Source: an optimization exercise on an open RTL-to-GDS flow (aim: small area, a short achievable clock period and few clock cycles per item). Production flows keep margins and buffers that such runs may drop. Where RTL was checked, it was by simulation tests only, not by an equivalence proof against the original. For run 3, only the layout was checked, not whether the RTL still works.

==> design/flow/config.mk <==
export PLATFORM = sky130hd
export DESIGN_NAME = fpadder
export DESIGN_NICKNAME = fpadder
export VERILOG_FILES = /design/flow/design.v
export SDC_FILE = /design/flow/constraint.sdc
export NUM_CORES = 4
export LEC_CHECK = 0
export CAP_MARGIN = 0
export CORE_MARGIN = 2
export CORE_UTILIZATION = 60
export CTS_BUF_LIST = sky130_fd_sc_hd__clkbuf_8
export SLEW_MARGIN = 0
==> design/flow/constraint.sdc <==
create_clock -name core_clock -period 5.0 [get_ports {clock}]
set_input_delay 1.0000 -clock core_clock [delete_from_list [all_inputs] [get_ports {clock}]]
set_output_delay 1.0000 -clock core_clock [all_outputs]
set_load 0.01 [all_outputs]
==> design/flow/design.v <==
module fpadder (output logic [31:0] sum, output logic ready,
		 input logic [31:0] a, input logic clock, nreset);
logic s_a, s_b, s_c, s_v, s_n;
logic [31:0] R;           
logic [23:0] Q;           
logic        sub;         
logic        spec;        
logic        flip;        
logic [7:0]  eA, eB, dd;
logic        azero, bzero, swp, aspec, bspec, nan;
logic [23:0] mS, mSal;
always_comb begin
  eA = R[30:23];
  eB = a[30:23];
  azero = (R[30:0] == '0);
  bzero = (a[30:0] == '0);
  swp = (eA < eB) | azero;
  dd  = swp ? (eB - eA) : (eA - eB);
  aspec = (eA == 8'hff);
  bspec = (eB == 8'hff);
  nan = (aspec && (R[22:0] != '0)) || (bspec && (a[22:0] != '0))
        || (aspec && bspec && (R[31] ^ a[31]));
  mS = {1'b1, swp ? R[22:0] : a[22:0]};
  mSal = (azero || bzero || dd >= 8'd24) ? 24'd0 : (mS >> dd[4:0]);
end
logic [23:0] p, q;
logic [24:0] D;
logic        neg, far, cy, ovf;
always_comb begin
  p = {1'b1, R[22:0]} & {24{~s_v}};
  q = Q ^ {24{sub}};
  D = {1'b0, p} + {1'b0, q} + {24'd0, sub};
  neg = sub & ~D[24] & s_c;             
  far = sub ? (D[24] | s_v) & D[23] : 1'b1;
  cy  = ~sub & D[24];                   
  ovf = cy & (R[30:23] == 8'hfe);
end
logic [4:0]  lz;
logic [23:0] N;
always_comb begin
  lz = 5'd0;
  for (int i = 0; i < 24; i++)
    if (Q[i]) lz = 5'(23 - i);
  N = Q << lz;
end
assign ready = s_n | ((s_c | s_v) & ~spec & ~neg & far);
always_comb begin
  if (s_n)
    sum = {R[31] ^ flip, R[30:23] - {3'd0, lz}, N[22:0]};
  else if (cy)
    sum = {R[31], R[30:23] + 8'd1, D[23:1] & {23{~ovf}}};
  else
    sum = {R[31] ^ s_v, R[30:23], D[22:0]};
end
always_ff @(posedge clock, negedge nreset)
  if (~nreset) begin
    {s_a, s_b, s_c, s_v, s_n} <= '0;
  end else begin
    s_a <= ready;
    s_b <= s_a;
    s_c <= s_b;
    s_v <= s_c & ~spec & neg;
    s_n <= ((s_c | s_v) & (spec | (~neg & ~far))) | ~(s_a | s_b | s_c | s_v | s_n);
  end
always_ff @(posedge clock) begin
  flip <= 1'b0;
  if (~(s_a | s_b | s_c | s_v | s_n)) begin
    R <= '0;
    Q <= '0;
  end else if (s_b) begin
    if (aspec | bspec) begin
      R[31:23] <= {nan | (aspec ? R[31] : a[31]), 8'hff};
      Q <= {1'b1, {23{nan}}};
    end else begin
      if (swp) R <= a;
      Q <= mSal;
    end
    sub  <= R[31] ^ a[31];
    spec <= aspec | bspec;
  end else if ((s_c | s_v) & ~spec) begin
    Q <= D[23:0];
    flip <= s_v;
    if (s_c & sub & (D[23:0] == '0))
      R[31:23] <= '0;
  end else if (s_a | s_n)
    R <= a;
end
endmodule
==> design/flow/run.sh <==
#!/bin/bash
# synth_recipe.tcl (not shown) runs the flow's synth.tcl, then flattens the netlist and writes it again
# the make line also repeats each setting of config.mk as NAME=value (left out here)
make -C /OpenROAD-flow-scripts/flow DESIGN_CONFIG=/design/flow/config.mk WORK_HOME=/design/flow/orfs CLKGATE_MAP_FILE= SYNTH_SCRIPT=/design/flow/synth_recipe.tcl finish
==> report_table.html, run 1 <==
<table>
<tr><th>Metric</th><th>Value</th></tr>
<tr><th colspan="2">Synth</th></tr>
<tr><td>Top area cells in the synthesized netlist</td><td>sky130_fd_sc_hd__dfxtp_1, sky130_fd_sc_hd__mux2i_1, sky130_fd_sc_hd__ha_1</td></tr>
<tr><td>Number of synthesized flops with an enable pin</td><td>2</td></tr>
<tr><td>Post-Syn Instances</td><td>1159</td></tr>
<tr><td>Most common cell in the synthesized netlist</td><td>sky130_fd_sc_hd__nand2_1</td></tr>
<tr><td>Sequential cell area fraction in the yosys report</td><td>15.3%</td></tr>
<tr><td>Yosys Warn Count</td><td>1</td></tr>
<tr><td>Number of distinct library cells after synthesis</td><td>82</td></tr>
<tr><td>Synth Register Bits</td><td>64</td></tr>
<tr><td>Mean cell area of the mapped netlist</td><td>7.49 µm²</td></tr>
<tr><td>Fraction of registers with async set or reset after synthesis</td><td>7.81%</td></tr>
<tr><td>Leading area contributor after synthesis</td><td>sky130_fd_sc_hd__dfxtp_1</td></tr>
<tr><td>List of most frequent post-synthesis cells</td><td>sky130_fd_sc_hd__nand2_1, sky130_fd_sc_hd__a21oi_1, sky130_fd_sc_hd__nor2_1</td></tr>
<tr><td>Post-synth net total</td><td>1242</td></tr>
<tr><td>Leading register cell type out of synthesis</td><td>sky130_fd_sc_hd__dfxtp_1</td></tr>
<tr><td>Syn Std Cell Area</td><td>8680 µm²</td></tr>
<tr><td>Yosys top cell area share</td><td>13.2%</td></tr>
<tr><th colspan="2">Setup path</th></tr>
<tr><td>WP data arrival</td><td>4.12 ns</td></tr>
<tr><td>Kind of end point of the critical path</td><td>primary output</td></tr>
<tr><td>Element type at the critical path start</td><td>register</td></tr>
<tr><td>Largest fanout on the critical path</td><td>23</td></tr>
<tr><td>Worst-case reg-to-reg path depth</td><td>15</td></tr>
<tr><td>WP data required</td><td>4.00 ns</td></tr>
<tr><td>Worst Path Class, Setup</td><td>reg -&gt; out</td></tr>
<tr><th colspan="2">Clock network</th></tr>
<tr><td>Sinks on the clock net</td><td>64</td></tr>
<tr><td>Clock tree from TritonCTS</td><td>done</td></tr>
<tr><td>Root buffer cell</td><td>sky130_fd_sc_hd__clkbuf_8</td></tr>
<tr><td>Max clock buf depth</td><td>2</td></tr>
<tr><td>H-tree lvl count</td><td>3</td></tr>
<tr><td>Number of buffers created by CTS</td><td>9</td></tr>
<tr><td>Clock transition at the registers of the reported paths</td><td>0.08 ns</td></tr>
<tr><td>Hold buffers post-CTS</td><td>0</td></tr>
<tr><td>Insertion delay to the later sink of the worst-skew pair</td><td>0.37 ns</td></tr>
<tr><th colspan="2">Route</th></tr>
<tr><td>Starting DRT DRC Count</td><td>1284</td></tr>
<tr><td>Vias after detailed routing</td><td>9944</td></tr>
<tr><td>Count of antenna-violating nets left after detailed routing</td><td>0</td></tr>
<tr><td>First-pass iteration count of the detailed router</td><td>8</td></tr>
<tr><td>Via count normalized by instance count</td><td>7.01</td></tr>
<tr><td>Average wire length per cell after detail routing</td><td>22.7 µm</td></tr>
<tr><td>Detailed-route wire length</td><td>32.2 mm</td></tr>
<tr><td>Post-route DRC violation count</td><td>0</td></tr>
<tr><th colspan="2">Finish</th></tr>
<tr><td>Fillcell total</td><td>1091</td></tr>
<tr><td>Area taken by flip-flops and latches</td><td>1330 µm²</td></tr>
<tr><td>Area Growth Syn to Fin</td><td>20.0%</td></tr>
<tr><td>Multi-input gate area</td><td>7150 µm²</td></tr>
<tr><td>Design Area, Final</td><td>10400 µm²</td></tr>
<tr><td>Antenna diode count</td><td>0</td></tr>
<tr><td>Final-stage net count</td><td>1316</td></tr>
<tr><td>Fraction of final layout cells with drive strength greater than 1</td><td>17.5%</td></tr>
<tr><th colspan="2">Floorplanning</th></tr>
<tr><td>Core Area</td><td>14000 µm²</td></tr>
<tr><td>Number of I/O pins</td><td>67</td></tr>
<tr><td>Starting utilization of the core area</td><td>62.0%</td></tr>
<tr><td>Count of standard-cell rows</td><td>43</td></tr>
<tr><td>Die Area</td><td>15400 µm²</td></tr>
<tr><td>Floorplan die width</td><td>124 µm</td></tr>
<tr><td>Height of the chip</td><td>124 µm</td></tr>
<tr><th colspan="2">Placed design</th></tr>
<tr><td>HPWL reported at the end of detailed placement</td><td>24.6 mm</td></tr>
<tr><td>Pre-CTS worst setup slack</td><td>-0.147 ns</td></tr>
<tr><td>Placed Area</td><td>9770 µm²</td></tr>
<tr><td>Port Buf Inserts</td><td>66</td></tr>
<tr><td>Final GP Congestion</td><td>1.16</td></tr>
<tr><th colspan="2">Global route</th></tr>
<tr><td>Vias in the first global route</td><td>9087</td></tr>
<tr><td>Total congestion overflow</td><td>0</td></tr>
<tr><td>Global-route wire length before repair</td><td>49.8 mm</td></tr>
<tr><td>Maximum number of pins on one net before global-route repair</td><td>30</td></tr>
<tr><td>Initial antenna violation count</td><td>0</td></tr>
<tr><td>Global-route usage over all layers</td><td>39.9%</td></tr>
<tr><th colspan="2">Status</th></tr>
<tr><td>Result of the run</td><td>finished with violations</td></tr>
<tr><td>Checks that blocked a clean result</td><td>setup timing</td></tr>
<tr><th colspan="2">STA</th></tr>
<tr><td>Setup violations, final</td><td>2</td></tr>
<tr><td>Final WS setup</td><td>-0.118 ns</td></tr>
<tr><td>Highest attainable clock frequency</td><td>195 MHz</td></tr>
<tr><td>Tcrit/Tclk final</td><td>102%</td></tr>
<tr><td>Transition time at the pin with the least slew margin</td><td>0.841 ns</td></tr>
<tr><td>Period minus WS final</td><td>5.12 ns</td></tr>
<tr><td>Setup clock skew after layout</td><td>0.0160 ns</td></tr>
<tr><td>Final count of pins violating max slew</td><td>0</td></tr>
<tr><td>Unrepaired setup endpoints after global routing</td><td>yes</td></tr>
<tr><td>Final hold viol count</td><td>0</td></tr>
<tr><td>Tightest slew margin relative to the limit</td><td>43.5%</td></tr>
<tr><th colspan="2">Worst hold path</th></tr>
<tr><td>Path type of the worst min-delay path</td><td>reg -&gt; reg</td></tr>
<tr><td>Hold Path Cell Cnt</td><td>0</td></tr>
<tr><th colspan="2">Job</th></tr>
<tr><td>Max-Cap Viols</td><td>0</td></tr>
</table>
[critical path, cell delays in order, from the launching register on]
cell and delay (ns):
sky130_fd_sc_hd__edfxtp_1 0.46, sky130_fd_sc_hd__buf_6 0.19, sky130_fd_sc_hd__xor2_1 0.16, sky130_fd_sc_hd__ha_1 0.33
sky130_fd_sc_hd__buf_4 0.18, sky130_fd_sc_hd__o21a_1 0.18, sky130_fd_sc_hd__a221o_1 0.37, sky130_fd_sc_hd__nor3_2 0.17
sky130_fd_sc_hd__o2bb2ai_2 0.16, sky130_fd_sc_hd__o21ba_4 0.23, sky130_fd_sc_hd__buf_4 0.13, sky130_fd_sc_hd__buf_8 0.16
sky130_fd_sc_hd__nor2b_1 0.22, sky130_fd_sc_hd__a211oi_1 0.09, sky130_fd_sc_hd__a31oi_1 0.15, sky130_fd_sc_hd__clkdlybuf4s50_1 0.55
[registers in the layout, summed over array words and instances (netlist names)]
signal	cells
flip	1
Q	24
R	32
sub	1
s_v	1
s_c	1
s_n	1
s_b	1
spec	1
s_a	1
[logic make-up after synthesis]
family / synth area share [%]
xor gates and xnor gates: 5.84
and+or+nand+nor: 22.4
buffers and inverters: 5.84
DFF: 15.3
adders and majority gates: 7.41
AOI/OAI and AO/OA: 28.6
muxes: 14.6
[metrics by stage]
step                utilization [%]  hold slack [ns]  TNS (ns)  instances
floorplan                         -            0.352         0       1159
global placement               69.8            0.374    -0.107       1387
detailed placement             69.8            0.369    -0.163       1387
CTS                            72.4            0.391   -0.0380       1407
global route                   74.4            0.408    -0.467       1418
finish                         74.4            0.395    -0.200       1418
[area by class of cell]
class,instances,share of cell area (%)
multi-input combinational,969,68.7
tap,180,2.16
timing repair buffer,144,13.0
clock inverter,6,0.421
inverter,45,1.62
sequential,64,12.8
clock buffer,10,1.32
[worst paths after layout]
| check | from | end | slack [ns] |
|---|---|---|---|
| setup / recovery | sub | sum[18] | -0.12 |
| hold / removal | s_a | s_b | 0.39 |
| setup reg to reg | sub | R[27] | 0.41 |
| hold reg to reg | s_a | s_b | 0.39 |
| max in group asynchronous | nreset | s_b | 3.82 |
| min in group asynchronous | nreset | s_v | 0.91 |
[routing by layer]
| layer | vias up | share of wire [%] | GRT usage (%) |
|---|---|---|---|
| met5 | - | 0 | 0 |
| met4 | 0 | 4.7 | 17.1 |
| met1 | 4609 | 39 | 53.2 |
| met3 | 127 | 11 | 8.89 |
| met2 | 731 | 44 | 62.1 |
| li1 | 4477 | - | - |
[what timing repair did]
action	in CTS	in global routing
pin swaps	3	12
setup endpoints to repair	31	31
setup buffers	4	10
resized for setup	36	66
gates cloned	0	1
hold endpoints to repair	0	0
[placed cells by master (no fill, tap or decap), types with 8 or more instances in the layout]
master / count
sky130_fd_sc_hd__a21o_1: 19
sky130_fd_sc_hd__o211ai_1: 10
sky130_fd_sc_hd__a22oi_1: 20
sky130_fd_sc_hd__nand4_1: 11
sky130_fd_sc_hd__nor3_1: 31
sky130_fd_sc_hd__nor2_1: 75
sky130_fd_sc_hd__xnor2_1: 19
sky130_fd_sc_hd__mux4_2: 24
sky130_fd_sc_hd__dlymetal6s2s_1: 26
sky130_fd_sc_hd__a211oi_1: 23
sky130_fd_sc_hd__clkbuf_8: 10
sky130_fd_sc_hd__a221oi_1: 8
sky130_fd_sc_hd__nor2b_1: 39
sky130_fd_sc_hd__mux2i_1: 58
sky130_fd_sc_hd__o221ai_1: 9
sky130_fd_sc_hd__clkdlybuf4s50_1: 37
sky130_fd_sc_hd__nand2_1: 137
sky130_fd_sc_hd__a31oi_1: 18
sky130_fd_sc_hd__o21ai_2: 14
sky130_fd_sc_hd__o21a_1: 12
sky130_fd_sc_hd__ha_1: 37
sky130_fd_sc_hd__nand3_1: 19
sky130_fd_sc_hd__o22ai_1: 12
sky130_fd_sc_hd__nor4_1: 21
sky130_fd_sc_hd__a21oi_1: 79
sky130_fd_sc_hd__nand2b_1: 11
sky130_fd_sc_hd__a311oi_1: 9
sky130_fd_sc_hd__mux2_2: 12
sky130_fd_sc_hd__or2_2: 8
sky130_fd_sc_hd__xor2_1: 30
sky130_fd_sc_hd__inv_1: 41
sky130_fd_sc_hd__buf_4: 71
sky130_fd_sc_hd__dfxtp_1: 54
sky130_fd_sc_hd__o21ai_0: 57
Testbench counts, summed over its fixed seeds: cycles 106,173, ops 32,000.
==> run 2, diff against run 1 <==
==> design/flow/config.mk (replaced) <==
export PLATFORM = sky130hd
export DESIGN_NAME = fpadder
export DESIGN_NICKNAME = fpadder
export VERILOG_FILES = /design/flow/design.v
export SDC_FILE = /design/flow/constraint.sdc
export NUM_CORES = 4
export LEC_CHECK = 0
export CAP_MARGIN = 20
export CORE_MARGIN = 2
export CORE_UTILIZATION = 40
export SLEW_MARGIN = 20
==> run 2 against run 1 <==
Compared with the run above:
- now clean on timing, DRC and antenna
- global-route usage decreased by 11 points
- wire length is 5.0% higher
- sequential cell count did not move
- maximum frequency is 5.4% higher
- first-iteration DRC count down 25%
- critical path depth is the same
- synthesized area stayed put
- critical endpoint is now ready
==> report_table.html, run 2 <==
<table>
<tr><th>Metric</th><th>Value</th></tr>
<tr><th colspan="2">Synth</th></tr>
<tr><td>Leading register cell type out of synthesis</td><td>sky130_fd_sc_hd__dfxtp_1</td></tr>
<tr><td>Sequential cell area fraction in the yosys report</td><td>15.3% (unchanged)</td></tr>
<tr><td>Yosys top cell area share</td><td>13.2% (unchanged)</td></tr>
<tr><td>Post-synth net total</td><td>1242 (unchanged)</td></tr>
<tr><td>Most common cell in the synthesized netlist</td><td>sky130_fd_sc_hd__nand2_1</td></tr>
<tr><td>Number of synthesized flops with an enable pin</td><td>2 (unchanged)</td></tr>
<tr><td>Syn Std Cell Area</td><td>8680 µm² (unchanged)</td></tr>
<tr><td>Mean cell area of the mapped netlist</td><td>7.49 µm² (unchanged)</td></tr>
<tr><td>Top area cells in the synthesized netlist</td><td>sky130_fd_sc_hd__dfxtp_1, sky130_fd_sc_hd__mux2i_1, sky130_fd_sc_hd__ha_1</td></tr>
<tr><td>Leading area contributor after synthesis</td><td>sky130_fd_sc_hd__dfxtp_1</td></tr>
<tr><td>Post-Syn Instances</td><td>1159 (unchanged)</td></tr>
<tr><td>List of most frequent post-synthesis cells</td><td>sky130_fd_sc_hd__nand2_1, sky130_fd_sc_hd__a21oi_1, sky130_fd_sc_hd__nor2_1</td></tr>
<tr><td>Number of distinct library cells after synthesis</td><td>82 (unchanged)</td></tr>
<tr><td>Fraction of registers with async set or reset after synthesis</td><td>7.81% (unchanged)</td></tr>
<tr><td>Synth Register Bits</td><td>64 (unchanged)</td></tr>
<tr><td>Yosys Warn Count</td><td>1 (unchanged)</td></tr>
<tr><th colspan="2">Floorplanning</th></tr>
<tr><td>Starting utilization of the core area</td><td>41.0% (-21 points)</td></tr>
<tr><td>Count of standard-cell rows</td><td>53 (+23%)</td></tr>
<tr><td>Floorplan die width</td><td>151 µm (+22%)</td></tr>
<tr><td>Core Area</td><td>21200 µm² (+51%)</td></tr>
<tr><td>Height of the chip</td><td>151 µm (+22%)</td></tr>
<tr><td>Die Area</td><td>22900 µm² (+48%)</td></tr>
<tr><td>Number of I/O pins</td><td>67 (unchanged)</td></tr>
<tr><th colspan="2">Clock network</th></tr>
<tr><td>Root buffer cell</td><td>sky130_fd_sc_hd__clkbuf_16</td></tr>
<tr><td>Insertion delay to the later sink of the worst-skew pair</td><td>0.34 ns (-0.03 ns)</td></tr>
<tr><td>Number of buffers created by CTS</td><td>9 (unchanged)</td></tr>
<tr><td>Clock transition at the registers of the reported paths</td><td>0.06 ns (-0.02 ns)</td></tr>
<tr><td>H-tree lvl count</td><td>3 (unchanged)</td></tr>
<tr><td>Max clock buf depth</td><td>2 (unchanged)</td></tr>
<tr><td>Sinks on the clock net</td><td>64 (unchanged)</td></tr>
<tr><td>Clock tree from TritonCTS</td><td>done</td></tr>
<tr><th colspan="2">Finish</th></tr>
<tr><td>Area taken by flip-flops and latches</td><td>1330 µm² (about the same)</td></tr>
<tr><td>Design Area, Final</td><td>10700 µm² (+3.0%)</td></tr>
<tr><td>Post-route non-filler standard cell count</td><td>1523 (+7.4%)</td></tr>
<tr><td>Register with the most flip-flops</td><td>R</td></tr>
<tr><td>Largest registers</td><td>R x32, Q x24</td></tr>
<tr><td>Area Growth Syn to Fin</td><td>23.6%</td></tr>
<tr><td>Post-layout utilization of the core</td><td>50.7% (-24 points)</td></tr>
<tr><td>Antenna diode count</td><td>0 (unchanged)</td></tr>
<tr><td>Final-stage net count</td><td>1326 (+0.76%)</td></tr>
<tr><td>Commonest non-fill, non-tap cells in the layout</td><td>sky130_fd_sc_hd__nand2_1, sky130_fd_sc_hd__a21oi_1, sky130_fd_sc_hd__buf_4</td></tr>
<tr><td>Max reg flops</td><td>32 (unchanged)</td></tr>
<tr><td>Multi-input gate area</td><td>7080 µm² (-0.96%)</td></tr>
<tr><td>Leading cell type in the layout, fill and taps excluded</td><td>sky130_fd_sc_hd__nand2_1</td></tr>
<tr><td>Fillcell total</td><td>2104 (+93%)</td></tr>
<tr><td>Fraction of final layout cells with drive strength greater than 1</td><td>16.7% (-0.86 points)</td></tr>
<tr><th colspan="2">Route</th></tr>
<tr><td>Post-route DRC violation count</td><td>0 (unchanged)</td></tr>
<tr><td>Detailed-route wire length</td><td>33.8 mm (+5.0%)</td></tr>
<tr><td>Count of antenna-violating nets left after detailed routing</td><td>0 (unchanged)</td></tr>
<tr><td>Vias after detailed routing</td><td>9760 (-1.9%)</td></tr>
<tr><td>Average wire length per cell after detail routing</td><td>22.2 µm (-2.2%)</td></tr>
<tr><td>Via count normalized by instance count</td><td>6.41 (-8.6%)</td></tr>
<tr><td>First-pass iteration count of the detailed router</td><td>6 (-2)</td></tr>
<tr><td>Starting DRT DRC Count</td><td>967 (-25%)</td></tr>
<tr><th colspan="2">Global route</th></tr>
<tr><td>Vias in the first global route</td><td>8955 (-1.5%)</td></tr>
<tr><td>Total congestion overflow</td><td>0 (unchanged)</td></tr>
<tr><td>Global-route usage over all layers</td><td>29.3% (-11 points)</td></tr>
<tr><td>Global-route wire length before repair</td><td>52.0 mm (+4.4%)</td></tr>
<tr><td>Maximum number of pins on one net before global-route repair</td><td>32 (+6.7%)</td></tr>
<tr><td>Initial antenna violation count</td><td>0 (unchanged)</td></tr>
<tr><th colspan="2">STA</th></tr>
<tr><td>Worst-case hold slack</td><td>0.377 ns (-0.0181 ns)</td></tr>
<tr><td>Period minus WS final</td><td>4.86 ns (-0.261 ns)</td></tr>
<tr><td>Tightest slew margin relative to the limit</td><td>40.1% (-3.5 points)</td></tr>
<tr><td>TNS Setup</td><td>0 ns (+0.200 ns)</td></tr>
<tr><td>Final count of pins violating max slew</td><td>0 (unchanged)</td></tr>
<tr><td>Setup clock skew after layout</td><td>0.00980 ns (-0.00617 ns)</td></tr>
<tr><td>Highest attainable clock frequency</td><td>206 MHz (+5.4%)</td></tr>
<tr><td>Final WS setup</td><td>0.142 ns (+0.261 ns)</td></tr>
<tr><td>Tcrit/Tclk final</td><td>97.2% (-5.2 points)</td></tr>
<tr><td>Transition time at the pin with the least slew margin</td><td>0.899 ns (+0.0582 ns)</td></tr>
<tr><td>Final hold viol count</td><td>0 (unchanged)</td></tr>
<tr><td>Setup violations, final</td><td>0 (-2)</td></tr>
<tr><th colspan="2">Setup path</th></tr>
<tr><td>WP data required</td><td>4.00 ns (about the same)</td></tr>
<tr><td>Critical Path Sink</td><td>ready</td></tr>
<tr><td>Kind of end point of the critical path</td><td>primary output</td></tr>
<tr><td>Element type at the critical path start</td><td>register</td></tr>
<tr><td>Largest fanout on the critical path</td><td>22 (-4.3%)</td></tr>
<tr><td>Reg2Reg Launch Point</td><td>sub</td></tr>
<tr><td>FF-to-FF End</td><td>R[25]</td></tr>
<tr><td>Worst setup path startpoint</td><td>sub</td></tr>
<tr><td>Worst Path Class, Setup</td><td>reg -&gt; out</td></tr>
<tr><td>Setup slack, reg-to-reg</td><td>0.56 ns (+0.15 ns)</td></tr>
<tr><td>WP data arrival</td><td>3.86 ns (-0.26 ns)</td></tr>
<tr><td>Worst-case reg-to-reg path depth</td><td>14 (-1)</td></tr>
<tr><th colspan="2">Placed design</th></tr>
<tr><td>Port Buf Inserts</td><td>66 (unchanged)</td></tr>
<tr><td>Placed Area</td><td>10000 µm² (+2.8%)</td></tr>
<tr><td>Pre-CTS worst setup slack</td><td>0.0532 ns (+0.200 ns)</td></tr>
<tr><td>Final GP Congestion</td><td>0.950 (-18%)</td></tr>
<tr><td>HPWL reported at the end of detailed placement</td><td>26.5 mm (+7.5%)</td></tr>
<tr><td>Cell count after placement</td><td>1499 (+8.1%)</td></tr>
<tr><th colspan="2">Worst hold path</th></tr>
<tr><td>Hold Path Cell Cnt</td><td>0 (unchanged)</td></tr>
<tr><td>Path type of the worst min-delay path</td><td>reg -&gt; reg</td></tr>
<tr><th colspan="2">Status</th></tr>
<tr><td>Result of the run</td><td>finished clean</td></tr>
<tr><th colspan="2">Job</th></tr>
<tr><td>Max-Cap Viols</td><td>0 (unchanged)</td></tr>
</table>
-- run 2: cell counts after synthesis --
No cell type changed its count.
-- run 2: worst max-delay path, stage by stage (launching register included) --
cell and delay [ns]:
sky130_fd_sc_hd__edfxtp_1 0.41, sky130_fd_sc_hd__buf_12 0.19, sky130_fd_sc_hd__xor2_1 0.16, sky130_fd_sc_hd__ha_1 0.34
sky130_fd_sc_hd__buf_4 0.15, sky130_fd_sc_hd__buf_4 0.15, sky130_fd_sc_hd__and3_2 0.24, sky130_fd_sc_hd__nand3_1 0.14
sky130_fd_sc_hd__a311oi_2 0.05, sky130_fd_sc_hd__buf_4 0.17, sky130_fd_sc_hd__o32ai_1 0.27, sky130_fd_sc_hd__buf_4 0.21
sky130_fd_sc_hd__xnor2_4 0.15, sky130_fd_sc_hd__a21boi_1 0.11, sky130_fd_sc_hd__o21ai_1 0.19, sky130_fd_sc_hd__clkdlybuf4s50_1 0.57
-- run 2: cell families (layout without fill, tap and decap cells) --
family          after synthesis  in the layout  synth area share (%)
simple gates                402            402                  22.4
compound gates              366            366                  28.6
xor+xnor                     57             57                  5.84
buf+inv                     126            215                  5.84
fa+ha+maj                    49             49                  7.41
flops                        64             64                  15.3
mux                          95             95                  14.6
-- run 2: per-layer routing --
metal  up-vias  GRT usage (%)  part of all wire, %  routed length [µm]
met5         -              0                    0                   0
met4         0           11.2                  3.9                1310
met3        91           4.58                  7.8                2630
met2       471           45.4                   45               15300
met1      4676           40.9                   43               14600
li1       4522              -                    -                   -
-- run 2: worst min path at each step --
| stage | startpoint | end | slack [ns] |
|---|---|---|---|
| global route | s_a | s_b | 0.39 |
| CTS | s_a | s_b | 0.38 |
| floorplan | s_b | s_c | 0.35 |
| detailed placement | s_a | s_b | 0.37 |
| global placement | s_a | s_b | 0.37 |
| finish | s_a | s_b | 0.38 |
-- run 2: area by class of cell --
| type | count | share of cell area (%) |
|---|---|---|
| well taps | 275 | 3.21 |
| clock inverters | 5 | 0.957 |
| inverters | 45 | 1.59 |
| clock buffers | 11 | 2.36 |
| multi-input cells | 969 | 66.1 |
| flip-flops and latches | 64 | 12.4 |
| repair buffers | 154 | 13.4 |
-- run 2: repair_timing --
item	CTS	global route
pin swaps	0	11
gates cloned	0	1
hold buffers	0	0
buffers inserted	0	7
endpoints found under the setup margin	20	32
gates resized for setup	24	54
==> run 3, diff against run 2 <==
--- a/design/flow/design.v
+++ b/design/flow/design.v
@@ -28,7 +28,7 @@
 logic        neg, far, cy, ovf;
 always_comb begin
   p = {1'b1, R[22:0]} & {24{~s_v}};
-  q = Q ^ {24{sub}};
+  q = Q;
   D = {1'b0, p} + {1'b0, q} + {24'd0, sub};
   neg = sub & ~D[24] & s_c;             
   far = sub ? (D[24] | s_v) & D[23] : 1'b1;
@@ -73,14 +73,14 @@
       Q <= {1'b1, {23{nan}}};
     end else begin
       if (swp) R <= a;
-      Q <= mSal;
+      Q <= mSal ^ {24{R[31] ^ a[31]}};
     end
     sub  <= R[31] ^ a[31];
     spec <= aspec | bspec;
   end else if ((s_c | s_v) & ~spec) begin
-    Q <= D[23:0];
+    Q <= D[23:0] ^ {24{neg}};          
     flip <= s_v;
-    if (s_c & sub & (D[23:0] == '0))
+    if (s_c & sub & (({1'b1, R[22:0]} ^ Q) == '1))
       R[31:23] <= '0;
   end else if (s_a | s_n)
     R <= a;
==> design/flow/flow/run.sh (new file) <==
#!/bin/bash
# Standard layout (standard synthesis unchanged), except that the ports are
# buffered with plain buffers instead of the resizer's default pick (a delay
# cell).
set -euo pipefail
export BUFFER_PORTS_ARGS="-buffer_cell sky130_fd_sc_hd__buf_2"
bash standard.sh synth > synth.log 2>&1
bash standard.sh > layout.log 2>&1
==> design/flow/standard.sh (new file) <==
#!/bin/bash
# synth_recipe.tcl (not shown) runs the flow's synth.tcl, then flattens the netlist and writes it again
# the make line also repeats each setting of config.mk as NAME=value (left out here)
make -C /OpenROAD-flow-scripts/flow DESIGN_CONFIG=/design/flow/config.mk WORK_HOME=/design/flow/orfs CLKGATE_MAP_FILE= SYNTH_SCRIPT=/design/flow/synth_recipe.tcl "${@:-finish}"
removed: design/flow/run.sh
==> run 3 against run 2 <==
Compared with the run above:
- global-route usage up 0.33 points
- still clean on timing, DRC and antenna
- synthesized cell count up 7.2%
- critical endpoint is now sum[15]
- synthesized area up 7.0%
- setup slack worse by 0.044 ns
- clock skew about the same
- register-to-register slack about the same
- wire length up 7.4%
- first-iteration DRC count up 5.2%
==> report_table.html, run 3 <==
<table>
<tr><th>Metric</th><th>Value</th></tr>
<tr><th colspan="2">Route</th></tr>
<tr><td>Post-route DRC violation count</td><td>0 (unchanged)</td></tr>
<tr><td>Via count normalized by instance count</td><td>6.37 (-0.66%)</td></tr>
<tr><td>Starting DRT DRC Count</td><td>1017 (+5.2%)</td></tr>
<tr><td>Vias after detailed routing</td><td>10154 (+4.0%)</td></tr>
<tr><td>First-pass iteration count of the detailed router</td><td>6 (unchanged)</td></tr>
<tr><td>Count of antenna-violating nets left after detailed routing</td><td>0 (unchanged)</td></tr>
<tr><td>Average wire length per cell after detail routing</td><td>22.8 µm (+2.6%)</td></tr>
<tr><td>Detailed-route wire length</td><td>36.3 mm (+7.4%)</td></tr>
<tr><th colspan="2">Synth</th></tr>
<tr><td>Leading area contributor after synthesis</td><td>sky130_fd_sc_hd__dfxtp_1</td></tr>
<tr><td>Yosys Warn Count</td><td>1 (unchanged)</td></tr>
<tr><td>Sequential cell area fraction in the yosys report</td><td>14.3% (-1.0 points)</td></tr>
<tr><td>Syn Std Cell Area</td><td>9290 µm² (+7.0%)</td></tr>
<tr><td>Most common cell in the synthesized netlist</td><td>sky130_fd_sc_hd__nand2_1</td></tr>
<tr><td>Top area cells in the synthesized netlist</td><td>sky130_fd_sc_hd__dfxtp_1, sky130_fd_sc_hd__mux2i_1, sky130_fd_sc_hd__a21oi_1</td></tr>
<tr><td>Leading register cell type out of synthesis</td><td>sky130_fd_sc_hd__dfxtp_1</td></tr>
<tr><td>Number of synthesized flops with an enable pin</td><td>2 (unchanged)</td></tr>
<tr><td>Post-Syn Instances</td><td>1242 (+7.2%)</td></tr>
<tr><td>List of most frequent post-synthesis cells</td><td>sky130_fd_sc_hd__nand2_1, sky130_fd_sc_hd__a21oi_1, sky130_fd_sc_hd__mux2i_1</td></tr>
<tr><td>Post-synth net total</td><td>1326 (+6.8%)</td></tr>
<tr><td>Synth Register Bits</td><td>64 (unchanged)</td></tr>
<tr><td>Mean cell area of the mapped netlist</td><td>7.48 µm² (-0.14%)</td></tr>
<tr><td>Number of distinct library cells after synthesis</td><td>81 (-1.2%)</td></tr>
<tr><td>Yosys top cell area share</td><td>12.3% (-0.86 points)</td></tr>
<tr><td>Fraction of registers with async set or reset after synthesis</td><td>7.81% (unchanged)</td></tr>
<tr><th colspan="2">Status</th></tr>
<tr><td>Result of the run</td><td>finished clean</td></tr>
<tr><th colspan="2">Global route</th></tr>
<tr><td>Maximum number of pins on one net before global-route repair</td><td>42 (+31%)</td></tr>
<tr><td>Global-route wire length before repair</td><td>56.3 mm (+8.4%)</td></tr>
<tr><td>Initial antenna violation count</td><td>2 (+2)</td></tr>
<tr><td>Global-route usage over all layers</td><td>29.6% (+0.33 points)</td></tr>
<tr><td>Vias in the first global route</td><td>9692 (+8.2%)</td></tr>
<tr><td>Total congestion overflow</td><td>0 (unchanged)</td></tr>
<tr><th colspan="2">Setup path</th></tr>
<tr><td>Reg2Reg Launch Point</td><td>R[23]</td></tr>
<tr><td>Worst setup path startpoint</td><td>sub</td></tr>
<tr><td>Delay-heaviest family, CP</td><td>compound AO/OA/AOI/OAI gates</td></tr>
<tr><td>Master of the slowest instance on the critical path</td><td>sky130_fd_sc_hd__edfxtp_1</td></tr>
<tr><td>WP data required</td><td>4.00 ns (about the same)</td></tr>
<tr><td>Count of buffer and inverter cells on the critical path</td><td>4 (-2)</td></tr>
<tr><td>Worst Path Class, Setup</td><td>reg -&gt; out</td></tr>
<tr><td>Worst-path cell chain</td><td>fa_2 -&gt; inv_1 -&gt; fa_1 -&gt; nor2b_2 -&gt; o31a_1 -&gt; o31a_1 -&gt; nor2_1 -&gt; o21ai_0 -&gt; buf_4 -&gt; a21o_1 -&gt; nand2_1 -&gt; a21oi_1 -&gt; buf_4 -&gt; a22oi_1 -&gt; nor2_1 -&gt; a41o_1 -&gt; buf_2</td></tr>
<tr><td>Largest fanout on the critical path</td><td>17 (-23%)</td></tr>
<tr><td>Element type at the critical path start</td><td>register</td></tr>
<tr><td>Kind of end point of the critical path</td><td>primary output</td></tr>
<tr><td>Largest stage delay on the critical path</td><td>0.49 ns (-0.08 ns)</td></tr>
<tr><td>WP data arrival</td><td>3.90 ns (+0.04 ns)</td></tr>
<tr><th colspan="2">Floorplanning</th></tr>
<tr><td>Count of standard-cell rows</td><td>55 (+3.8%)</td></tr>
<tr><td>Starting utilization of the core area</td><td>40.9% (-0.13 points)</td></tr>
<tr><td>Floorplan die width</td><td>156 µm (+3.4%)</td></tr>
<tr><td>Core Area</td><td>22700 µm² (+7.4%)</td></tr>
<tr><td>Height of the chip</td><td>156 µm (+3.4%)</td></tr>
<tr><td>Die Area</td><td>24400 µm² (+6.8%)</td></tr>
<tr><td>Number of I/O pins</td><td>67 (unchanged)</td></tr>
<tr><th colspan="2">Finish</th></tr>
<tr><td>Area Growth Syn to Fin</td><td>13.9%</td></tr>
<tr><td>Max reg flops</td><td>32 (unchanged)</td></tr>
<tr><td>Antenna diode count</td><td>0 (unchanged)</td></tr>
<tr><td>Fraction of final layout cells with drive strength greater than 1</td><td>17.3% (+0.59 points)</td></tr>
<tr><td>Design Area, Final</td><td>10600 µm² (-1.4%)</td></tr>
<tr><td>Commonest non-fill, non-tap cells in the layout</td><td>sky130_fd_sc_hd__nand2_1, sky130_fd_sc_hd__a21oi_1, sky130_fd_sc_hd__mux2i_1</td></tr>
<tr><td>Leading cell type in the layout, fill and taps excluded</td><td>sky130_fd_sc_hd__nand2_1</td></tr>
<tr><td>Register with the most flip-flops</td><td>R</td></tr>
<tr><td>Final-stage net count</td><td>1389 (+4.8%)</td></tr>
<tr><td>Largest registers</td><td>R x32, Q x24</td></tr>
<tr><td>Post-layout utilization of the core</td><td>46.6% (-4.1 points)</td></tr>
<tr><td>Fillcell total</td><td>2358 (+12%)</td></tr>
<tr><th colspan="2">Job</th></tr>
<tr><td>Max-Cap Viols</td><td>0 (unchanged)</td></tr>
<tr><th colspan="2">STA</th></tr>
<tr><td>Highest attainable clock frequency</td><td>204 MHz (-0.89%)</td></tr>
<tr><td>Setup violations, final</td><td>0 (unchanged)</td></tr>
<tr><td>Period minus WS final</td><td>4.90 ns (+0.0438 ns)</td></tr>
<tr><td>Final count of pins violating max slew</td><td>0 (unchanged)</td></tr>
<tr><td>Tightest slew margin relative to the limit</td><td>38.9% (-1.1 points)</td></tr>
<tr><td>TNS Setup</td><td>0 ns (unchanged)</td></tr>
<tr><td>Setup clock skew after layout</td><td>0.00973 ns (-0.0000679 ns)</td></tr>
<tr><td>Final hold viol count</td><td>0 (unchanged)</td></tr>
<tr><td>Tcrit/Tclk final</td><td>98.0% (+0.88 points)</td></tr>
<tr><td>Worst-case hold slack</td><td>0.449 ns (+0.0728 ns)</td></tr>
<tr><td>Transition time at the pin with the least slew margin</td><td>0.916 ns (+0.0170 ns)</td></tr>
<tr><th colspan="2">Clock network</th></tr>
<tr><td>Sinks on the clock net</td><td>64 (unchanged)</td></tr>
<tr><td>Clock tree from TritonCTS</td><td>done</td></tr>
<tr><td>Max clock buf depth</td><td>2 (unchanged)</td></tr>
<tr><td>Hold buffers post-CTS</td><td>0 (unchanged)</td></tr>
<tr><td>H-tree lvl count</td><td>3 (unchanged)</td></tr>
<tr><td>Root buffer cell</td><td>sky130_fd_sc_hd__clkbuf_16</td></tr>
<tr><td>Insertion delay to the later sink of the worst-skew pair</td><td>0.36 ns (+0.02 ns)</td></tr>
<tr><td>Number of buffers created by CTS</td><td>9 (unchanged)</td></tr>
<tr><td>Clock transition at the registers of the reported paths</td><td>0.06 ns (about the same)</td></tr>
<tr><th colspan="2">Placed design</th></tr>
<tr><td>Placed Area</td><td>10100 µm² (+0.64%)</td></tr>
<tr><td>Final GP Congestion</td><td>0.998 (+5.1%)</td></tr>
<tr><td>HPWL reported at the end of detailed placement</td><td>28.1 mm (+6.2%)</td></tr>
<tr><td>Port Buf Inserts</td><td>66 (unchanged)</td></tr>
<tr><th colspan="2">Worst hold path</th></tr>
<tr><td>Path type of the worst min-delay path</td><td>in -&gt; async</td></tr>
</table>
-- run 3: changes by cell type after synthesis, sizes merged, moves of 9 or more --
cell | before | now
a21oi | 87 | 131
xor2 | 32 | 44
mux2i | 59 | 99
o22ai | 12 | 21
o21ai | 75 | 64
a211oi | 29 | 15
o211ai | 10 | 24
xnor2 | 25 | 35
nand2b | 11 | 23
a311oi | 11 | 0
-- run 3: worst paths after layout --
path,cells after the start,slack (ns),end
min in group core_clock,0,0.46,s_b
max in group asynchronous,1,4.40,s_v
worst max-delay path,17,0.1,sum[15]
worst min-delay path,1,0.45,s_a
worst max register to register,15,0.56,Q[11]
worst min register to register,0,0.46,s_b
-- run 3: layout make-up --
type	count	area (µm²)	area share, %
Clock buffer	9	225	2.13
Timing Repair Buffer	133	853	8.07
Clock inverter	7	119	1.12
Inverter	44	165	1.56
Sequential cell	64	1330	12.6
Tap cell	285	357	3.37
Multi-Input combinational cell	1053	7520	71.2
-- run 3: routing by layer --
layer	global-route usage [%]	vias to the layer above	wire [µm]
met4	11.0	0	1190
met2	46.4	504	16100
met5	0	-	0
met3	5.90	84	3100
li1	-	4746	-
met1	40.3	4820	16000
-- run 3: logic make-up after synthesis --
family | after synthesis | share of synthesized area (%)
XOR/XNOR | 79 | 7.45
flip-flops | 64 | 14.3
buffers and inverters | 125 | 5.73
AO/OA/AOI/OAI | 392 | 27.3
adder cells (fa/ha/maj) | 50 | 7.14
AND/OR/NAND/NOR | 396 | 20.6
multiplexers | 136 | 17.5
-- run 3: worst register-to-register path, delay by kind of cell (launching register included) --
family          cells  cell delay, ns
compound gates      5            0.95
fa+ha+maj           2            0.69
simple gates        2            0.38
mux                 4            1.55
buf+inv             2            0.40
flops               1            0.33
-- run 3: stage by stage --
step	cells	setup slack, ns
6_report	1595	0.0983
5_1_grt	1595	-0.0407
4_1_cts	1589	0.00883
3_5_place_dp	1573	0.0770
3_3_place_gp	1573	0.138
2_1_floorplan	1242	0.385
-- run 3: timing repair --
action	4_1_cts	5_1_grt
buffers inserted	0	6
pin swaps	0	3
resized for setup	1	21
gates cloned	0	0
endpoints found under the setup margin	2	27
==> run 4, diff against run 3 <==
--- a/design/flow/design.v
+++ b/design/flow/design.v
@@ -28,7 +28,7 @@
 logic        neg, far, cy, ovf;
 always_comb begin
   p = {1'b1, R[22:0]} & {24{~s_v}};
-  q = Q;
+  q = Q ^ {24{sub}};
   D = {1'b0, p} + {1'b0, q} + {24'd0, sub};
   neg = sub & ~D[24] & s_c;             
   far = sub ? (D[24] | s_v) & D[23] : 1'b1;
@@ -73,14 +73,14 @@
       Q <= {1'b1, {23{nan}}};
     end else begin
       if (swp) R <= a;
-      Q <= mSal ^ {24{R[31] ^ a[31]}};
+      Q <= mSal;
     end
     sub  <= R[31] ^ a[31];
     spec <= aspec | bspec;
   end else if ((s_c | s_v) & ~spec) begin
-    Q <= D[23:0] ^ {24{neg}};          
+    Q <= D[23:0];
     flip <= s_v;
-    if (s_c & sub & (({1'b1, R[22:0]} ^ Q) == '1))
+    if (s_c & sub & (D[23:0] == '0))
       R[31:23] <= '0;
   end else if (s_a | s_n)
     R <= a;
--- a/design/flow/config.mk
+++ b/design/flow/config.mk
@@ -8,4 +8,6 @@
 export CAP_MARGIN = 20
 export CORE_MARGIN = 2
 export CORE_UTILIZATION = 40
+export SETUP_SLACK_MARGIN = 1.0
 export SLEW_MARGIN = 20
+export TNS_END_PERCENT = 10
==> run 4 against run 3 <==
Compared with the run above:
- synthesized area shrank 6.5%
- first-iteration DRC count decreased by 18%
- synthesized cell count shrank 6.7%
- clock skew rose by 0.00090 ns
- utilization grew 2.3 points
- count of clock-buffer cells in the layout is 1 higher
- global-route usage fell by 0.58 points
- wire length down 8.3%
- critical endpoint is now sum[29]
==> report_table.html, run 4 <==
<table>
<tr><th>Metric</th><th>Value</th></tr>
<tr><th colspan="2">Placed design</th></tr>
<tr><td>Final GP Congestion</td><td>0.951 (-4.7%)</td></tr>
<tr><td>Placed Area</td><td>9530 µm² (-5.7%)</td></tr>
<tr><td>Pre-CTS worst setup slack</td><td>0.285 ns (+0.208 ns)</td></tr>
<tr><td>Port Buf Inserts</td><td>66 (unchanged)</td></tr>
<tr><td>HPWL reported at the end of detailed placement</td><td>25.6 mm (-9.0%)</td></tr>
<tr><td>Cell count after placement</td><td>1461 (-7.1%)</td></tr>
<tr><th colspan="2">Clock network</th></tr>
<tr><td>Clock transition at the registers of the reported paths</td><td>0.06 ns (about the same)</td></tr>
<tr><td>H-tree lvl count</td><td>3 (unchanged)</td></tr>
<tr><td>Root buffer cell</td><td>sky130_fd_sc_hd__clkbuf_16</td></tr>
<tr><td>Sinks on the clock net</td><td>64 (unchanged)</td></tr>
<tr><td>Insertion delay to the later sink of the worst-skew pair</td><td>0.35 ns (about the same)</td></tr>
<tr><td>Hold buffers post-CTS</td><td>0 (unchanged)</td></tr>
<tr><td>Number of buffers created by CTS</td><td>9 (unchanged)</td></tr>
<tr><td>Max clock buf depth</td><td>2 (unchanged)</td></tr>
<tr><td>Clock tree from TritonCTS</td><td>done</td></tr>
<tr><th colspan="2">Global route</th></tr>
<tr><td>Layer with the highest usage</td><td>met2</td></tr>
<tr><td>Vias in the first global route</td><td>8915 (-8.0%)</td></tr>
<tr><td>Maximum number of pins on one net before global-route repair</td><td>29 (-31%)</td></tr>
<tr><td>GRT met2 Usage</td><td>44.7% (-1.7 points)</td></tr>
<tr><td>Global-route wire length before repair</td><td>50.8 mm (-9.8%)</td></tr>
<tr><td>Total congestion overflow</td><td>0 (unchanged)</td></tr>
<tr><td>Met1 layer usage reported by global route</td><td>40.2% (-0.077 points)</td></tr>
<tr><td>Global-route usage over all layers</td><td>29.0% (-0.58 points)</td></tr>
<tr><td>Initial antenna violation count</td><td>0 (-2)</td></tr>
<tr><td>Met3 routing resource usage after global routing</td><td>4.01% (-1.9 points)</td></tr>
<tr><th colspan="2">Synth</th></tr>
<tr><td>Leading register cell type out of synthesis</td><td>sky130_fd_sc_hd__dfxtp_1</td></tr>
<tr><td>Yosys top cell area share</td><td>13.2% (+0.86 points)</td></tr>
<tr><td>Sequential cell area fraction in the yosys report</td><td>15.3% (+1.0 points)</td></tr>
<tr><td>Top area cells in the synthesized netlist</td><td>sky130_fd_sc_hd__dfxtp_1, sky130_fd_sc_hd__mux2i_1, sky130_fd_sc_hd__ha_1</td></tr>
<tr><td>Synth Register Bits</td><td>64 (unchanged)</td></tr>
<tr><td>Yosys Warn Count</td><td>1 (unchanged)</td></tr>
<tr><td>Post-synth net total</td><td>1242 (-6.3%)</td></tr>
<tr><td>Number of synthesized flops with an enable pin</td><td>2 (unchanged)</td></tr>
<tr><td>Leading area contributor after synthesis</td><td>sky130_fd_sc_hd__dfxtp_1</td></tr>
<tr><td>Post-Syn Instances</td><td>1159 (-6.7%)</td></tr>
<tr><td>Most common cell in the synthesized netlist</td><td>sky130_fd_sc_hd__nand2_1</td></tr>
<tr><td>Fraction of registers with async set or reset after synthesis</td><td>7.81% (unchanged)</td></tr>
<tr><td>List of most frequent post-synthesis cells</td><td>sky130_fd_sc_hd__nand2_1, sky130_fd_sc_hd__a21oi_1, sky130_fd_sc_hd__nor2_1</td></tr>
<tr><td>Syn Std Cell Area</td><td>8680 µm² (-6.5%)</td></tr>
<tr><td>Number of distinct library cells after synthesis</td><td>82 (+1.2%)</td></tr>
<tr><td>Mean cell area of the mapped netlist</td><td>7.49 µm² (+0.14%)</td></tr>
<tr><th colspan="2">Finish</th></tr>
<tr><td>Leading cell type in the layout, fill and taps excluded</td><td>sky130_fd_sc_hd__nand2_1</td></tr>
<tr><td>Design Area, Final</td><td>10300 µm² (-2.2%)</td></tr>
<tr><td>Post-route non-filler standard cell count</td><td>1496 (-6.2%)</td></tr>
<tr><td>Max reg flops</td><td>32 (unchanged)</td></tr>
<tr><td>Post-layout utilization of the core</td><td>48.8% (+2.3 points)</td></tr>
<tr><td>Antenna diode count</td><td>0 (unchanged)</td></tr>
<tr><td>Commonest non-fill, non-tap cells in the layout</td><td>sky130_fd_sc_hd__nand2_1, sky130_fd_sc_hd__a21oi_1, sky130_fd_sc_hd__nor2_1</td></tr>
<tr><td>Register with the most flip-flops</td><td>R</td></tr>
<tr><td>Fraction of final layout cells with drive strength greater than 1</td><td>24.1% (+6.8 points)</td></tr>
<tr><td>Largest registers</td><td>R x32, Q x24</td></tr>
<tr><td>Fillcell total</td><td>2062 (-13%)</td></tr>
<tr><td>Final-stage net count</td><td>1299 (-6.5%)</td></tr>
<tr><td>Area Growth Syn to Fin</td><td>19.1%</td></tr>
<tr><th colspan="2">STA</th></tr>
<tr><td>Tcrit/Tclk final</td><td>91.6% (-6.4 points)</td></tr>
<tr><td>Worst-case hold slack</td><td>0.385 ns (-0.0649 ns)</td></tr>
<tr><td>Highest attainable clock frequency</td><td>218 MHz (+7.0%)</td></tr>
<tr><td>Setup clock skew after layout</td><td>0.0106 ns (+0.000901 ns)</td></tr>
<tr><td>Period minus WS final</td><td>4.58 ns (-0.321 ns)</td></tr>
<tr><td>Final WS setup</td><td>0.419 ns (+0.321 ns)</td></tr>
<tr><td>TNS Setup</td><td>0 ns (unchanged)</td></tr>
<tr><td>Final count of pins violating max slew</td><td>0 (unchanged)</td></tr>
<tr><td>Unrepaired setup endpoints after global routing</td><td>yes</td></tr>
<tr><td>Final hold viol count</td><td>0 (unchanged)</td></tr>
<tr><td>Tightest slew margin relative to the limit</td><td>40.0% (+1.0 points)</td></tr>
<tr><td>Transition time at the pin with the least slew margin</td><td>0.901 ns (-0.0154 ns)</td></tr>
<tr><td>Setup violations, final</td><td>0 (unchanged)</td></tr>
<tr><th colspan="2">Floorplanning</th></tr>
<tr><td>Height of the chip</td><td>151 µm (-3.2%)</td></tr>
<tr><td>Number of I/O pins</td><td>67 (unchanged)</td></tr>
<tr><td>Floorplan die width</td><td>151 µm (-3.2%)</td></tr>
<tr><td>Starting utilization of the core area</td><td>41.0% (+0.13 points)</td></tr>
<tr><td>Count of standard-cell rows</td><td>53 (-3.6%)</td></tr>
<tr><td>Die Area</td><td>22900 µm² (-6.4%)</td></tr>
<tr><td>Core Area</td><td>21200 µm² (-6.8%)</td></tr>
<tr><th colspan="2">Job</th></tr>
<tr><td>Max-Cap Viols</td><td>0 (unchanged)</td></tr>
<tr><th colspan="2">Route</th></tr>
<tr><td>Average wire length per cell after detail routing</td><td>22.3 µm (-2.3%)</td></tr>
<tr><td>Via count normalized by instance count</td><td>6.37 (+0.13%)</td></tr>
<tr><td>Detailed-route wire length</td><td>33.3 mm (-8.3%)</td></tr>
<tr><td>Count of antenna-violating nets left after detailed routing</td><td>0 (unchanged)</td></tr>
<tr><td>Starting DRT DRC Count</td><td>832 (-18%)</td></tr>
<tr><td>Post-route DRC violation count</td><td>0 (unchanged)</td></tr>
<tr><td>First-pass iteration count of the detailed router</td><td>6 (unchanged)</td></tr>
<tr><td>Vias after detailed routing</td><td>9536 (-6.1%)</td></tr>
<tr><th colspan="2">Setup path</th></tr>
<tr><td>Worst-case reg-to-reg path depth</td><td>13 (-2)</td></tr>
<tr><td>Kind of end point of the critical path</td><td>primary output</td></tr>
<tr><td>WP data required</td><td>4.00 ns (about the same)</td></tr>
<tr><td>Largest fanout on the critical path</td><td>23 (+6)</td></tr>
<tr><td>Worst Path Class, Setup</td><td>reg -&gt; out</td></tr>
<tr><td>WP data arrival</td><td>3.58 ns (-0.32 ns)</td></tr>
<tr><td>Element type at the critical path start</td><td>register</td></tr>
<tr><th colspan="2">Worst hold path</th></tr>
<tr><td>Path type of the worst min-delay path</td><td>reg -&gt; reg</td></tr>
<tr><td>Hold Path Cell Cnt</td><td>0</td></tr>
<tr><th colspan="2">Status</th></tr>
<tr><td>Result of the run</td><td>finished clean</td></tr>
</table>
run 4: path summary, 6_finish.rpt:
| kind | startpoint | endpoint | slack (ns) |
|---|---|---|---|
| setup reg to reg | sub | R[29] | 0.62 |
| max in group asynchronous | nreset | s_c | 4.37 |
| min in group asynchronous | nreset | s_a | 0.47 |
| hold / removal | s_a | s_b | 0.38 |
| setup / recovery | sub | sum[29] | 0.42 |
| hold reg to reg | s_a | s_b | 0.38 |
run 4: critical path, stage by stage (launching register included):
cell                        delay, ns
sky130_fd_sc_hd__edfxtp_1        0.41
sky130_fd_sc_hd__buf_12          0.19
sky130_fd_sc_hd__xor2_1          0.27
sky130_fd_sc_hd__fa_2            0.32
sky130_fd_sc_hd__a211oi_4        0.08
sky130_fd_sc_hd__o21bai_1        0.20
sky130_fd_sc_hd__nand3_1         0.15
sky130_fd_sc_hd__a21bo_2         0.25
sky130_fd_sc_hd__o2bb2ai_4       0.16
sky130_fd_sc_hd__o21ba_4         0.26
sky130_fd_sc_hd__buf_12          0.13
sky130_fd_sc_hd__or2_2           0.31
sky130_fd_sc_hd__nor2_4          0.11
sky130_fd_sc_hd__a31oi_1         0.11
sky130_fd_sc_hd__xnor2_1         0.15
sky130_fd_sc_hd__buf_2           0.14
run 4: per-layer routing:
metal,wire length (µm),share of wire (%),up-vias
met5,0,0,-
met4,1580,4.7,0
met3,2590,7.8,90
met2,14900,45,452
met1,14300,43,4547
li1,-,-,4447
run 4: layout make-up:
type	count	area, µm²	share of cell area [%]
tap	275	344	3.33
inverter	45	170	1.65
sequential	64	1340	13.0
clock buffer	10	229	2.22
multi-input combinational	969	7350	71.1
clock inverter	6	42.5	0.412
timing repair buffer	127	861	8.33
run 4: cell families (layout without fill, tap and decap cells):
family | count (synthesis) | count (layout) | share of synthesized area (%)
DFF | 64 | 64 | 15.3
and+or+nand+nor | 402 | 402 | 22.4
muxes | 95 | 95 | 14.6
xor gates and xnor gates | 57 | 57 | 5.84
adders and majority gates | 49 | 49 | 7.41
buffers and inverters | 126 | 188 | 5.84
AOI/OAI and AO/OA | 366 | 366 | 28.6
run 4: what timing repair did:
| item | 4_1_cts | 5_1_grt |
|---|---|---|
| pin swaps | 15 | 20 |
| setup buffers | 11 | 8 |
| resized for setup | 39 | 47 |
| endpoints found under the setup margin | 63 | 66 |
Testbench counts of run 4, summed over its fixed seeds: cycles 106,173, ops 32,000.
==> run 5, diff against run 4 <==
--- a/design/flow/config.mk
+++ b/design/flow/config.mk
@@ -8,6 +8,5 @@
 export CAP_MARGIN = 20
 export CORE_MARGIN = 2
 export CORE_UTILIZATION = 40
-export SETUP_SLACK_MARGIN = 1.0
+export SETUP_SLACK_MARGIN = 0.5
 export SLEW_MARGIN = 20
-export TNS_END_PERCENT = 10
==> run 5 against run 4 <==
Compared with the run above:
- still clean on timing, DRC and antenna
- wire length rose by 2.4%
- global-route usage grew 0.066 points
- setup slack improved by 0.0036 ns
- utilization grew 2.8 points
- maximum frequency barely moved
- via count increased by 3.0%
- largest cell class unchanged
==> report_table.html, run 5 <==
<table>
<tr><th>Metric</th><th>Value</th></tr>
<tr><th colspan="2">Route</th></tr>
<tr><td>Starting DRT DRC Count</td><td>1068 (+28%)</td></tr>
<tr><td>Vias after detailed routing</td><td>9824 (+3.0%)</td></tr>
<tr><td>Via count normalized by instance count</td><td>6.41 (+0.53%)</td></tr>
<tr><td>First-pass iteration count of the detailed router</td><td>6 (unchanged)</td></tr>
<tr><td>Average wire length per cell after detail routing</td><td>22.3 µm (about the same)</td></tr>
<tr><td>Count of antenna-violating nets left after detailed routing</td><td>0 (unchanged)</td></tr>
<tr><th colspan="2">Floorplanning</th></tr>
<tr><td>Starting utilization of the core area</td><td>41.0% (unchanged)</td></tr>
<tr><td>Count of standard-cell rows</td><td>53 (unchanged)</td></tr>
<tr><td>Core Area</td><td>21200 µm² (unchanged)</td></tr>
<tr><td>Floorplan die width</td><td>151 µm (unchanged)</td></tr>
<tr><td>Number of I/O pins</td><td>67 (unchanged)</td></tr>
<tr><th colspan="2">Setup path</th></tr>
<tr><td>Largest fanout on the critical path</td><td>15 (-35%)</td></tr>
<tr><td>WP data required</td><td>4.00 ns (about the same)</td></tr>
<tr><td>Delay-heaviest family, CP</td><td>compound AO/OA/AOI/OAI gates</td></tr>
<tr><td>FF-to-FF End</td><td>R[24]</td></tr>
<tr><td>Worst-path cell chain</td><td>buf_12 -&gt; xor2_2 -&gt; ha_1 -&gt; nand2_2 -&gt; o21ai_2 -&gt; a221o_1 -&gt; nor3_2 -&gt; o2bb2ai_4 -&gt; o21ba_4 -&gt; a21oi_2 -&gt; buf_6 -&gt; a221o_1 -&gt; and3_1 -&gt; buf_2</td></tr>
<tr><td>Most common cell on crit path</td><td>sky130_fd_sc_hd__a221o_1</td></tr>
<tr><td>Kind of end point of the critical path</td><td>primary output</td></tr>
<tr><td>Element type at the critical path start</td><td>register</td></tr>
<tr><td>Worst Path Class, Setup</td><td>reg -&gt; out</td></tr>
<tr><td>Largest stage delay on the critical path</td><td>0.44 ns (+0.03 ns)</td></tr>
<tr><td>Worst-case reg-to-reg path depth</td><td>16 (+3)</td></tr>
<tr><td>Master of the slowest instance on the critical path</td><td>sky130_fd_sc_hd__edfxtp_1</td></tr>
<tr><th colspan="2">Synth</th></tr>
<tr><td>Mean cell area of the mapped netlist</td><td>7.49 µm² (unchanged)</td></tr>
<tr><td>Leading area contributor after synthesis</td><td>sky130_fd_sc_hd__dfxtp_1</td></tr>
<tr><td>Number of synthesized flops with an enable pin</td><td>2 (unchanged)</td></tr>
<tr><td>Yosys Warn Count</td><td>1 (unchanged)</td></tr>
<tr><td>Sequential cell area fraction in the yosys report</td><td>15.3% (unchanged)</td></tr>
<tr><td>List of most frequent post-synthesis cells</td><td>sky130_fd_sc_hd__nand2_1, sky130_fd_sc_hd__a21oi_1, sky130_fd_sc_hd__nor2_1</td></tr>
<tr><td>Syn Std Cell Area</td><td>8680 µm² (unchanged)</td></tr>
<tr><td>Post-Syn Instances</td><td>1159 (unchanged)</td></tr>
<tr><td>Most common cell in the synthesized netlist</td><td>sky130_fd_sc_hd__nand2_1</td></tr>
<tr><td>Yosys top cell area share</td><td>13.2% (unchanged)</td></tr>
<tr><th colspan="2">STA</th></tr>
<tr><td>Tightest slew margin relative to the limit</td><td>40.6% (+0.67 points)</td></tr>
<tr><td>Period minus WS final</td><td>4.58 ns (-0.00358 ns)</td></tr>
<tr><td>Setup clock skew after layout</td><td>0.0101 ns (-0.000502 ns)</td></tr>
<tr><td>Setup violations, final</td><td>0 (unchanged)</td></tr>
<tr><td>Highest attainable clock frequency</td><td>218 MHz (about the same)</td></tr>
<tr><td>TNS Setup</td><td>0 ns (unchanged)</td></tr>
<tr><td>Transition time at the pin with the least slew margin</td><td>0.891 ns (-0.0100 ns)</td></tr>
<tr><td>Tcrit/Tclk final</td><td>91.6% (about the same)</td></tr>
<tr><th colspan="2">Finish</th></tr>
<tr><td>Area Growth Syn to Fin</td><td>25.9%</td></tr>
<tr><td>Fraction of final layout cells with drive strength greater than 1</td><td>27.6% (+3.5 points)</td></tr>
<tr><td>Register with the most flip-flops</td><td>R</td></tr>
<tr><td>Post-layout utilization of the core</td><td>51.6% (+2.8 points)</td></tr>
<tr><td>Fillcell total</td><td>2009 (-2.6%)</td></tr>
<tr><td>Max reg flops</td><td>32 (unchanged)</td></tr>
<tr><td>Design Area, Final</td><td>10900 µm² (+5.7%)</td></tr>
<tr><td>Largest registers</td><td>R x32, Q x24</td></tr>
<tr><th colspan="2">Global route</th></tr>
<tr><td>Total congestion overflow</td><td>0 (unchanged)</td></tr>
<tr><td>Global-route usage over all layers</td><td>29.1% (+0.066 points)</td></tr>
<tr><td>Global-route wire length before repair</td><td>51.5 mm (+1.3%)</td></tr>
<tr><th colspan="2">Clock network</th></tr>
<tr><td>Number of buffers created by CTS</td><td>9 (unchanged)</td></tr>
<tr><td>Max clock buf depth</td><td>2 (unchanged)</td></tr>
<tr><td>Clock tree from TritonCTS</td><td>done</td></tr>
<tr><td>Root buffer cell</td><td>sky130_fd_sc_hd__clkbuf_16</td></tr>
<tr><td>Hold buffers post-CTS</td><td>0 (unchanged)</td></tr>
<tr><th colspan="2">Worst hold path</th></tr>
<tr><td>Hold Path Cell Cnt</td><td>0 (unchanged)</td></tr>
<tr><td>Path type of the worst min-delay path</td><td>reg -&gt; reg</td></tr>
<tr><td>Destination of the worst hold path</td><td>s_b</td></tr>
<tr><th colspan="2">Placed design</th></tr>
<tr><td>Cell count after placement</td><td>1459 (-0.14%)</td></tr>
<tr><td>Placed Area</td><td>9380 µm² (-1.5%)</td></tr>
<tr><th colspan="2">Status</th></tr>
<tr><td>Result of the run</td><td>finished clean</td></tr>
</table>
-- run 5: kinds of logic (layout without fill, tap and decap cells) --
family          after synthesis  count (layout)  share of synthesized area, %
compound gates              366             366                          28.6
xor+xnor                     57              57                          5.84
fa+ha+maj                    49              49                          7.41
buf+inv                     126             225                          5.84
flops                        64              64                          15.3
mux                          95              95                          14.6
simple gates                402             402                          22.4
-- run 5: metal layers --
metal  wire length (µm)  GRT usage [%]  up-vias
met3               2470           3.19       88
met4               1420           13.0        0
met1              14700           40.9     4747
met2              15600           44.8      470
li1                   -              -     4519
met5                  0              0        -
-- run 5: worst max-delay path by stage --
stage / endpoint / from / depth (start not counted)
after floorplan: sum[15] / sub / 15
after global placement: Q[14] / a[23] / 14
after detailed placement: Q[14] / a[23] / 14
after CTS: sum[16] / sub / 14
after global routing: sum[17] / sub / 15
final: sum[16] / sub / 14
-- run 5: timing repair --
item	in CTS	in global routing
buffers inserted	22	33
gates cloned	1	2
endpoints found under the setup margin	34	41
pin swaps	31	40
resized for setup	75	73
-- run 5: layout make-up --
| class | instances | area share (%) |
|---|---|---|
| repair buffers | 164 | 11.0 |
| well taps | 275 | 3.15 |
| inverters | 45 | 1.57 |
| clock inverters | 3 | 0.630 |
| flip-flops and latches | 64 | 12.3 |
| clock buffers | 13 | 2.67 |
| multi-input cells | 969 | 68.7 |
-- run 5: worst reg2reg max path, cell delays in order (launching register included) --
cell	delay, ns
sky130_fd_sc_hd__edfxtp_1	0.44
sky130_fd_sc_hd__buf_6	0.16
sky130_fd_sc_hd__buf_16	0.14
sky130_fd_sc_hd__xor2_1	0.14
sky130_fd_sc_hd__ha_1	0.35
sky130_fd_sc_hd__buf_4	0.18
sky130_fd_sc_hd__a21o_4	0.22
sky130_fd_sc_hd__o21ai_4	0.30
sky130_fd_sc_hd__buf_6	0.15
sky130_fd_sc_hd__nand3b_1	0.10
sky130_fd_sc_hd__xor2_2	0.22
sky130_fd_sc_hd__or4_1	0.51
sky130_fd_sc_hd__or4_1	0.47
sky130_fd_sc_hd__or4_4	0.53
sky130_fd_sc_hd__a22oi_4	0.21
sky130_fd_sc_hd__buf_12	0.16
sky130_fd_sc_hd__o21ai_2	0.05

-- port drivers added, routing unchanged --
No port has a modelled driver above. Below, the same layouts with a new extraction and two added sets of constraints. Step 1, drivers: a clkbuf_16 drives clock and a buf_2 each remaining input, both assumed. Step 2, shift: input delay + t, output delay - t, t = (earliest + latest rising clock arrival at the registers) / 2. This alone moves slack from input paths to output paths. a / b / c = no drivers / after step 1 / after step 2; a / b = the first two.
| run | t (ns) | slack for setup (ns) | worst setup path after step 2 | clock arrival spread, ns |
|---|---|---|---|---|
| run 1 | 0.393 | -0.118 / -0.153 / -0.099 | input to register | 0.015 / 0.016 |
| run 2 | 0.376 | 0.142 / 0.099 / -0.030 | input to register | 0.010 / 0.010 |
| run 3 | 0.402 | 0.098 / 0.055 / -0.025 | input to register | 0.009 / 0.010 |
| run 4 | 0.391 | 0.419 / 0.372 / 0.202 | input to register | 0.011 / 0.010 |
| run 5 | 0.374 | 0.422 / 0.380 / 0.327 | input to register | 0.010 / 0.010 |
Met with ideal ports but missed after step 2: setup timing in run 2 and run 3. The setup slack of run 4, which loses most, moves by -0.047 ns with the drivers and by -0.217 ns with both steps.
